This is an optimization exercise on Yosys and OpenROAD, whose aim is small area, a short achievable clock period and few clock cycles, not a production implementation. In this exercise RTL edits were held to simulation tests only and were not proved equivalent to the original. Power and IR drop assume default switching activity.

Setup of indigo:
## dct_top
module dct_top(data_in, clk, rst, dct_en, approx_en, data_out, dct_done);
==> flow/config.mk <==
export PLATFORM = sky130hd
export DESIGN_NAME = dct_top
export DESIGN_NICKNAME = dct_top
export VERILOG_FILES = /design/flow/design.v
export SDC_FILE = /design/flow/constraint.sdc
export NUM_CORES = 8
export LEC_CHECK = 0
export ABC_AREA = 1
export ABC_CLOCK_PERIOD_IN_PS = 4500
export CAP_MARGIN = 20
export CORE_MARGIN = 2
export CORE_UTILIZATION = 60
export CTS_CLUSTER_DIAMETER = 80
export CTS_CLUSTER_SIZE = 30
export SLEW_MARGIN = 20
==> flow/constraint.sdc <==
create_clock -name core_clock -period 15.0 [get_ports {clk}]
set_input_delay 3.0000 -clock core_clock [delete_from_list [all_inputs] [get_ports {clk}]]
set_output_delay 3.0000 -clock core_clock [all_outputs]
set_load 0.01 [all_outputs]
standard.sh (not shown) runs the stock make flow with config.mk's settings and CLKGATE_MAP_FILE= SYNTH_SCRIPT=/design/flow/synth_recipe.tcl, a recipe that flattens the netlist after the stock synthesis.
==> flow/flow/run.sh <==
#!/bin/bash
# The standard layout (the standard.sh) with two changes:
#  - the port buffers are buf_2 cells instead of the delay buffers that
#    buffer_ports picks itself;
#  - after the standard synthesis, flow/fixinv.py removes inverters between
#    full adders by choosing each full adder's polarity (a full adder is
#    self-dual); registers and all other cells stay as synthesized.
set -euo pipefail
export BUFFER_PORTS_ARGS="-buffer_cell sky130_fd_sc_hd__buf_2"
NET=$PWD/orfs/results/sky130hd/dct_top/base/1_2_yosys.v
bash standard.sh "$NET" > synth.log 2>&1
python3 flow/fixinv.py "$NET" "$NET.fixed" > fixinv.log 2>&1
cp "$NET" "$NET.orig"
mv "$NET.fixed" "$NET"
bash standard.sh > standard.log 2>&1
Other scripts of this flow, unchanged in this note and not shown: flow/flow/fixinv.py
Testbench counts of indigo, summed over its fixed seeds: cycles 6,724.
Here is what was changed in the inputs of amber compared with indigo.
--- a/flow/config.mk
+++ b/flow/config.mk
@@ -7,3 +7,2 @@
 export LEC_CHECK = 0
-export ABC_AREA = 1
 export ABC_CLOCK_PERIOD_IN_PS = 4500
@@ -11,3 +10,3 @@
 export CORE_MARGIN = 2
-export CORE_UTILIZATION = 60
+export CORE_UTILIZATION = 75
 export CTS_CLUSTER_DIAMETER = 80
[summary]
- amber -> indigo: fmax flat
- amber: total power consumption of the routed design is 870 uW higher than what indigo reported.
- Taking indigo as the reference, in amber relative contribution of the clock network to total power decreased by 1.3 points relative to the old numbers; net switching power shows an increase of 7.7%.
- amber vs indigo: number of buffers added by the clock tree synthesis step down by a little under 10%
- Sort amber and indigo by setup slack, descending, and indigo comes first.
- Relative to indigo, signed area change from the synthesized netlist to the final layout has gone down in amber.

========
== juniper ==
dct_top, a different RTL version from the one above (not shown whole).
For scale: roughly 5000 cells after synthesis, roughly 770 I/O pins, ~65000 um2 of cells after synthesis.
// dct_top
module dct_top(data_in, clk, rst, dct_en, approx_en, data_out, dct_done);
export LEC_CHECK = 0
export ABC_AREA = 1
export ABC_CLOCK_PERIOD_IN_PS = 4500
export CAP_MARGIN = 20
export CORE_MARGIN = 2
export CORE_UTILIZATION = 60
export CTS_CLUSTER_DIAMETER = 60
export CTS_CLUSTER_SIZE = 30
export SLEW_MARGIN = 20
create_clock -name core_clock -period 15.0 [get_ports {clk}]
Scripts as last shown in full above: flow/flow/run.sh
Other scripts of this flow, unchanged in this note and not shown: flow/flow/fixinv.py
Testbench counts of juniper, summed over its fixed seeds: cycles 6,724.
## Diff of input files: xenon against juniper
Settings: changing CTS_CLUSTER_DIAMETER from 60 to 80.
[summary]
Compared with juniper, in xenon aggregate global-route resource usage rose 0.34 points; cell area power density shrank by 2.8%.
Pre-CTS setup slack up 4.9 ps in xenon wrt juniper
Route | xenon vs juniper | wire longer in xenon
Setup changes, xenon to willow
Settings: changing CTS_CLUSTER_DIAMETER from 80 to 70.
The count of nets after finishing of willow and that of xenon are within noise of each other.
Between xenon and willow, overall routed net length decreased.
Number of antenna violations at the first check in global routing is higher on willow
Going from xenon to willow, worst setup slack after layout now larger; via count of the first global-routing pass now smaller; total CTS buffers now larger.

========
RTL: one of the versions met above, not the one the previous note started from.
Size: about 4900 cells after synthesis, about 62000 um^2 of cells after synthesis.
==> flow/design.v (excerpt) <==
module dct_top(data_in, clk, rst, dct_en, approx_en, data_out, dct_done);
parameter SIZE = 8, APPROX_BITS_ST1 = 6, APPROX_BITS_ST2 = 8, SIZE_MULT = SIZE+6, SIZE_OUT = SIZE+2, SIZE_FINAL = SIZE+4;
input [8*SIZE-1:0] data_in;
input clk, rst, dct_en;
input [1:0] approx_en;
output [64*(SIZE_FINAL-1)-1:0] data_out;
output dct_done;
	reg        en_r;
	reg  [2:0] cnt;        
	reg  [3:0] nrows;      
	reg  [2:0] row;        
	reg  [1:0] ap_r;
	always @(posedge clk) begin
		en_r <= dct_en & ~rst & ~nrows[3];
		ap_r <= approx_en;
		if (rst) begin
			cnt   <= 3'd0;
			nrows <= 4'd0;
			row   <= 3'd0;
		end else if (en_r) begin
			cnt   <= 3'd7;
			row   <= nrows[2:0];
			nrows <= nrows + 4'd1;
		end else if (cnt != 3'd0)
			cnt <= cnt - 3'd1;
	end
	wire       dv   = en_r | (cnt != 3'd0);             
	wire [2:0] t    = en_r ? 3'd0 : 3'd0 - cnt;          
	wire [2:0] rcur = en_r ? nrows[2:0] : row;
	reg [2:0] ph;
	reg       running, fin;
	reg [63:0] xa;
	reg        va;
	reg [2:0]  ta, ra;
	wire [7:0] sg;
	dctn_sign1 sg1 (.j(ph + 3'd3), .s(sg));
	always @(posedge clk) begin
		xa  <= data_in ^ {{8{sg[7]}}, {8{sg[6]}}, {8{sg[5]}}, {8{sg[4]}}, {8{sg[3]}}, {8{sg[2]}}, {8{sg[1]}}, {8{sg[0]}}};
		va  <= ~rst & dv;
		ta  <= t;
		ra  <= rcur;
	end
	wire [9:0] y1;
  ...
export LEC_CHECK = 0
export ABC_AREA = 1
export ABC_CLOCK_PERIOD_IN_PS = 4500
export CAP_MARGIN = 20
export CORE_MARGIN = 2
export CORE_UTILIZATION = 60
export CTS_CLUSTER_DIAMETER = 80
export CTS_CLUSTER_SIZE = 30
export SLEW_MARGIN = 20
create_clock -name core_clock -period 15.0 [get_ports {clk}]
==> flow/flow/fixinv.py <==
#!/usr/bin/env python3
"""Polarity optimisation of a sky130 gate netlist written by Yosys.

A full adder is self-dual: fa(~a, ~b, ~c) = (~sum, ~cout). The adder
extraction of the synthesis leaves inverters between many full adders; this
script chooses, for each full adder, whether it computes its function on
complemented inputs and outputs, so that as few nets as possible need an
inverter, then rebuilds the inverters. Registers and all other cells are left
as they are.

Usage: fixinv.py IN.v OUT.v
"""
import re
import sys
import random
from collections import defaultdict

OUTPINS = {'X', 'Y', 'Q', 'Q_N', 'SUM', 'COUT', 'HI', 'LO'}
INV_RE = re.compile(r'^sky130_fd_sc_hd__(inv|clkinv)_\d+$')
FA_RE = re.compile(r'^sky130_fd_sc_hd__fa_\d+$')


def parse(text):
    m = re.search(r'^module\s+(\w+)\s*\((.*?)\);', text, re.S | re.M)
    start = m.start()
    body_start = m.end()
    end = text.rindex('endmodule')
    body = text[body_start:end]
    cell_re = re.compile(r'^\s*(sky130_fd_sc_hd__\w+)\s+(\S+)\s*\((.*?)\);\s*$', re.S | re.M)
    cells = []
    for cm in cell_re.finditer(body):
        typ, name, pins = cm.group(1), cm.group(2), cm.group(3)
        conns = []
        for pm in re.finditer(r'\.(\w+)\(\s*((?:\\\S+\s)|[^()]*?)\s*\)', pins):
            conns.append([pm.group(1), pm.group(2).strip()])
        cells.append([typ, name, conns])
    decl = cell_re.sub('', body)
    ports = set()
    for line in decl.split('\n'):
        mm = re.match(r'\s*(input|output)\s+(\[(\d+):(\d+)\]\s+)?(\S+);', line)
        if mm:
            nm = mm.group(5)
            if mm.group(2):
                hi, lo = int(mm.group(3)), int(mm.group(4))
                for b in range(min(hi, lo), max(hi, lo) + 1):
                    ports.add(('%s' % mm.group(1), '%s[%d]' % (nm, b)))
            else:
                ports.add((mm.group(1), nm))
    return text[:body_start], decl, cells, text[end:], ports


def main():
    text = open(sys.argv[1]).read()
    head, decl, cells, tail, ports = parse(text)
    inports = {n for d, n in ports if d == 'input'}
    outports = {n for d, n in ports if d == 'output'}

    driver = {}            # net -> (cell index, pin)
    sinks = defaultdict(list)  # net -> [(cell index, pin index)]
    for ci, (typ, name, conns) in enumerate(cells):
        for pi, (pin, net) in enumerate(conns):
            if pin in OUTPINS:
                driver[net] = (ci, pin)
            else:
                sinks[net].append((ci, pi))
    isinv = [bool(INV_RE.match(c[0])) for c in cells]
    isfa = [bool(FA_RE.match(c[0])) for c in cells]
    # inverters and adders that drive ports stay as they are
    for ci, (typ, name, conns) in enumerate(cells):
        for pin, net in conns:
            if pin in OUTPINS and net in outports:
                isinv[ci] = False
                isfa[ci] = False

    def inv_io(ci):
        d = dict(cells[ci][2])
        return d['A'], d['Y']

    roots = [n for n in set(list(driver) + list(inports)) if not (n in driver and isinv[driver[n][0]])]
    groups = {}
    removable = set()
    for r in roots:
        sl = []
        stack = [(r, 0)]
        seen = set()
        while stack:
            n, q = stack.pop()
            if n in seen:
                continue
            seen.add(n)
            for ci, pi in sinks.get(n, []):
                if isinv[ci]:
                    removable.add(ci)
                    a, y = inv_io(ci)
                    stack.append((y, q ^ 1))
                else:
                    sl.append((ci, pi, q))
        groups[r] = sl

    flip = [0] * len(cells)

    def drv_flip(r):
        if r in driver and isfa[driver[r][0]]:
            return flip[driver[r][0]]
        return 0

    def need_of(r):
        fd = drv_flip(r)
        return [(ci, pi) for ci, pi, q in groups[r] if q ^ fd ^ (flip[ci] if isfa[ci] else 0)]

    def cost_root(r):
        fd = drv_flip(r)
        for ci, pi, q in groups[r]:
            if q ^ fd ^ (flip[ci] if isfa[ci] else 0):
                return 1
        return 0

    touch = defaultdict(set)
    for r, sl in groups.items():
        if r in driver and isfa[driver[r][0]]:
            touch[driver[r][0]].add(r)
        for ci, pi, q in sl:
            if isfa[ci]:
                touch[ci].add(r)
    total = sum(cost_root(r) for r in groups)
    before = total
    fas = [ci for ci in range(len(cells)) if isfa[ci]]
    improved = True
    rounds = 0
    while improved and rounds < 50:
        improved = False
        rounds += 1
        random.shuffle(fas)
        for ci in fas:
            rs = touch[ci]
            c0 = sum(cost_root(r) for r in rs)
            flip[ci] ^= 1
            c1 = sum(cost_root(r) for r in rs)
            if c1 < c0:
                total += c1 - c0
                improved = True
            else:
                flip[ci] ^= 1
    # annealing
    import math
    T = 2.0
    for it in range(200000):
        ci = random.choice(fas)
        rs = touch[ci]
        c0 = sum(cost_root(r) for r in rs)
        flip[ci] ^= 1
        c1 = sum(cost_root(r) for r in rs)
        d = c1 - c0
        if d <= 0 or random.random() < math.exp(-d / T):
            total += d
        else:
            flip[ci] ^= 1
        T = max(0.05, 2.0 * (1 - it / 180000))
    sys.stderr.write('inverters: %d (removable %d) -> %d nets inverted, %d adders flipped\n'
                     % (sum(1 for c in cells if INV_RE.match(c[0])), len(removable), total, sum(flip)))
    if len(sys.argv) < 3:
        return
    keepcells = [ci for ci in range(len(cells)) if not (ci in removable)]

    extra = []
    ninv = 0
    needs = {r: set(need_of(r)) for r in groups}
    # the outputs of flipped adders carry the complement: give them new names
    rename = {}
    for ci in range(len(cells)):
        if isfa[ci] and flip[ci]:
            for pc in cells[ci][2]:
                if pc[0] in OUTPINS:
                    old = pc[1]
                    new = 'fixinv_c%d' % len(rename)
                    rename[old] = new
                    pc[1] = new
    extra_c = list(rename.values())
    for r0 in groups:
        need = needs[r0]
        r = rename.get(r0, r0)
        for ci, pi, q in groups[r0]:
            if (ci, pi) not in need:
                cells[ci][2][pi][1] = r
        if need:
            nn = 'fixinv_n%d' % ninv
            k = len(need)
            size = 1 if k <= 4 else (2 if k <= 8 else 4)
            cells.append(['sky130_fd_sc_hd__inv_%d' % size, 'fixinv_i%d' % ninv, [['A', r], ['Y', nn]]])
            keepcells.append(len(cells) - 1)
            extra.append(nn)
            ninv += 1
            for ci, pi in need:
                cells[ci][2][pi][1] = nn
    out = [head.rstrip('\n'), decl.rstrip()]
    for w in extra + extra_c:
        out.append('  wire %s;' % w)
    for ci in keepcells:
        typ, name, conns = cells[ci]
        pins = ',\n'.join('    .%s(%s%s)' % (p, n, ' ' if n.startswith('\\') else '') for p, n in conns)
        out.append('  %s %s (\n%s\n  );' % (typ, name, pins))
    out.append(tail)
    open(sys.argv[2], 'w').write('\n'.join(out))
    sys.stderr.write('inverters now %d\n' % sum(1 for ci in keepcells if INV_RE.match(cells[ci][0])))


if __name__ == '__main__':
    random.seed(1)
    main()
Scripts as last shown in full above: flow/flow/run.sh
Testbench counts at the start, summed over its fixed seeds: cycles 6,724.
Next try:
--- a/flow/flow/run.sh
+++ b/flow/flow/run.sh
@@ -6,3 +6,4 @@
 #    full adders by choosing each full adder's polarity (a full adder is
-#    self-dual); registers and all other cells stay as synthesized.
+#    self-dual), and drops the buffers that synthesis put between registers
+#    and the output ports they drive; registers stay as synthesized.
 set -euo pipefail
--- a/flow/flow/fixinv.py
+++ b/flow/flow/fixinv.py
@@ -57,2 +57,32 @@
 
+    # buffers between a register and an output port (inserted for nets
+    # that are both an output and used inside) are removed: the register
+    # drives the port net directly and the inside loads move onto it
+    BUF_RE = re.compile(r'^sky130_fd_sc_hd__(clk)?buf_\d+$')
+    FF_RE = re.compile(r'^sky130_fd_sc_hd__e?dfxtp_\d+$')
+    drv0 = {}
+    for ci, (typ, name, conns) in enumerate(cells):
+        for pin, net in conns:
+            if pin in OUTPINS:
+                drv0[net] = ci
+    dropped = set()
+    renamed = {}
+    for ci, (typ, name, conns) in enumerate(cells):
+        if not BUF_RE.match(typ):
+            continue
+        d = dict(conns)
+        a, x = d.get('A'), d.get('X')
+        if x in outports and a in drv0 and FF_RE.match(cells[drv0[a]][0]) and a not in outports and a not in renamed:
+            dropped.add(ci)
+            renamed[a] = x
+    if renamed:
+        for ci, (typ, name, conns) in enumerate(cells):
+            if ci in dropped:
+                continue
+            for pc in conns:
+                if pc[1] in renamed:
+                    pc[1] = renamed[pc[1]]
+        cells = [c for ci, c in enumerate(cells) if ci not in dropped]
+    sys.stderr.write('register-to-port buffers removed: %d\n' % len(dropped))
+
     driver = {}            # net -> (cell index, pin)
@@ -81,3 +111,5 @@
     removable = set()
+    invsize = {}
     for r in roots:
+        invsize[r] = 1
         sl = []
@@ -93,2 +125,3 @@
                     removable.add(ci)
+                    invsize[r] = max(invsize[r], int(cells[ci][0].rsplit('_', 1)[1]))
                     a, y = inv_io(ci)
@@ -187,3 +220,6 @@
             k = len(need)
-            size = 1 if k <= 4 else (2 if k <= 8 else 4)
+            size = 1 if k <= 3 else (2 if k <= 6 else (4 if k <= 12 else 8))
+            size = max(size, min(invsize[r0], 8))
+            if size not in (1, 2, 4, 6, 8):
+                size = 8
             cells.append(['sky130_fd_sc_hd__inv_%d' % size, 'fixinv_i%d' % ninv, [['A', r], ['Y', nn]]])
Settings changed: ABC_AREA 1 to default, CORE_UTILIZATION 60 to 70.
Outcome: Global-route usage climbs by 5.0 points. Worst setup slack gets better by 0.17 ns. Total power increases slightly. Wire length came out lower slightly. Design area goes down slightly.
Next try:
--- a/flow/flow/run.sh
+++ b/flow/flow/run.sh
@@ -6,4 +6,3 @@
 #    full adders by choosing each full adder's polarity (a full adder is
-#    self-dual), and drops the buffers that synthesis put between registers
-#    and the output ports they drive; registers stay as synthesized.
+#    self-dual); registers and all other cells stay as synthesized.
 set -euo pipefail
--- a/flow/flow/fixinv.py
+++ b/flow/flow/fixinv.py
@@ -56,32 +56,2 @@
     outports = {n for d, n in ports if d == 'output'}
-
-    # buffers between a register and an output port (inserted for nets
-    # that are both an output and used inside) are removed: the register
-    # drives the port net directly and the inside loads move onto it
-    BUF_RE = re.compile(r'^sky130_fd_sc_hd__(clk)?buf_\d+$')
-    FF_RE = re.compile(r'^sky130_fd_sc_hd__e?dfxtp_\d+$')
-    drv0 = {}
-    for ci, (typ, name, conns) in enumerate(cells):
-        for pin, net in conns:
-            if pin in OUTPINS:
-                drv0[net] = ci
-    dropped = set()
-    renamed = {}
-    for ci, (typ, name, conns) in enumerate(cells):
-        if not BUF_RE.match(typ):
-            continue
-        d = dict(conns)
-        a, x = d.get('A'), d.get('X')
-        if x in outports and a in drv0 and FF_RE.match(cells[drv0[a]][0]) and a not in outports and a not in renamed:
-            dropped.add(ci)
-            renamed[a] = x
-    if renamed:
-        for ci, (typ, name, conns) in enumerate(cells):
-            if ci in dropped:
-                continue
-            for pc in conns:
-                if pc[1] in renamed:
-                    pc[1] = renamed[pc[1]]
-        cells = [c for ci, c in enumerate(cells) if ci not in dropped]
-    sys.stderr.write('register-to-port buffers removed: %d\n' % len(dropped))
 
Settings changed: CORE_UTILIZATION 70 to 60.
What happened: Die area grows by about 18%. Total power goes down by 1.4%. Combinational power goes down by about 2%. Sequential share of layout area shrinks by 0.25 points. Worst setup slack degrades by 0.060 ns. Utilization shrinks by 11 points. Routed wire length is lower by about 4.6%. Final cell count rises by 3.4%. Synthesized area went up by about 1%.
Next try:
==> flow/flow/run.sh (replaced) <==
#!/bin/bash
# The standard layout (the standard.sh) with three changes:
#  - the port buffers are buf_2 cells instead of the delay buffers that
#    buffer_ports picks itself;
#  - after the standard synthesis, flow/fixinv.py removes inverters between
#    full adders by choosing each full adder's polarity (a full adder is
#    self-dual); registers and all other cells stay as synthesized;
#  - after global placement, flow/outbuf.tcl puts each output buffer next to
#    the register that drives it (detailed placement then legalizes).
set -euo pipefail
export BUFFER_PORTS_ARGS="-buffer_cell sky130_fd_sc_hd__buf_2"
R=$PWD/orfs/results/sky130hd/dct_top/base
NET=$R/1_2_yosys.v
bash standard.sh "$NET" > synth.log 2>&1
python3 flow/fixinv.py "$NET" "$NET.fixed" > fixinv.log 2>&1
cp "$NET" "$NET.orig"
mv "$NET.fixed" "$NET"
bash standard.sh "$R/3_3_place_gp.odb" > place.log 2>&1
ODB="$R/3_3_place_gp.odb" openroad -no_init -exit flow/outbuf.tcl > outbuf.log 2>&1
bash standard.sh > standard.log 2>&1
==> flow/flow/outbuf.tcl (new file) <==
# Moves each output port's buffer onto the cell that drives it (after global
# placement; detailed placement legalizes), so that the register drives a
# short wire and the buffer drives the wire to the pin.
read_db $::env(ODB)
set block [ord::get_db_block]
set moved 0
foreach term [$block getBTerms] {
  if {[$term getIoType] ne "OUTPUT"} { continue }
  set net [$term getNet]
  if {$net eq "NULL"} { continue }
  set buf ""
  foreach it [$net getITerms] {
    if {[$it isOutputSignal]} { set buf [$it getInst] }
  }
  if {$buf eq ""} { continue }
  if {![string match "*buf*" [[$buf getMaster] getName]]} { continue }
  set inet ""
  foreach it [$buf getITerms] {
    if {[$it isInputSignal]} { set inet [$it getNet] }
  }
  if {$inet eq "" || $inet eq "NULL"} { continue }
  set drv ""
  foreach it [$inet getITerms] {
    if {[$it isOutputSignal]} { set drv [$it getInst] }
  }
  if {$drv eq ""} { continue }
  lassign [$drv getLocation] x y
  $buf setLocation $x $y
  incr moved
}
puts "moved $moved output buffers"
write_db $::env(ODB)
=> The new run completed with no timing, DRC or antenna violations; core utilization stays flat; count of clock-buffer cells in the layout came out lower by 2; synthesized area stays the same; flip-flop and latch count stays the same; setup slack is better by 0.022 ns; routed wire length goes up by 4.3%.

==> re-timing with driven ports <==
The flow's constraints put no driver on any port. The routed layouts listed below were extracted and timed again, unchanged, in two steps.
Step 1: set_driving_cell puts a clkbuf_16 on clk and a buf_2 on each other input, an assumption about the parent block.
Step 2 also shifts input and output timing later by t, the mid clock arrival at the registers, as if the neighbouring blocks saw the same clock.
a / b / c = ideal ports / drivers / drivers and shift; a / b = the first two.
run | t, ns | slack for setup (ns) | pins driven straight from the clock port
indigo | 0.748 | 10.547 / 10.539 / 10.547 | 1
amber | 0.743 | 10.538 / 10.475 / 10.779 | 1
juniper | 0.791 | 10.470 / 10.392 / 10.905 | 1
xenon | 0.754 | 10.580 / 10.503 / 10.860 | 1
willow | 0.772 | 10.601 / 10.522 / 10.628 | 1
the first run of note 3 | 0.753 | 10.383 / 10.383 / 10.383 | 1
the second run of note 3 | 0.742 | 10.555 / 10.498 / 10.810 | 1
the third run of note 3 | 0.803 | 10.495 / 10.415 / 10.792 | 1
the fourth run of note 3 | 0.792 | 10.517 / 10.441 / 10.854 | 1
After both steps every run listed still meets setup and hold.
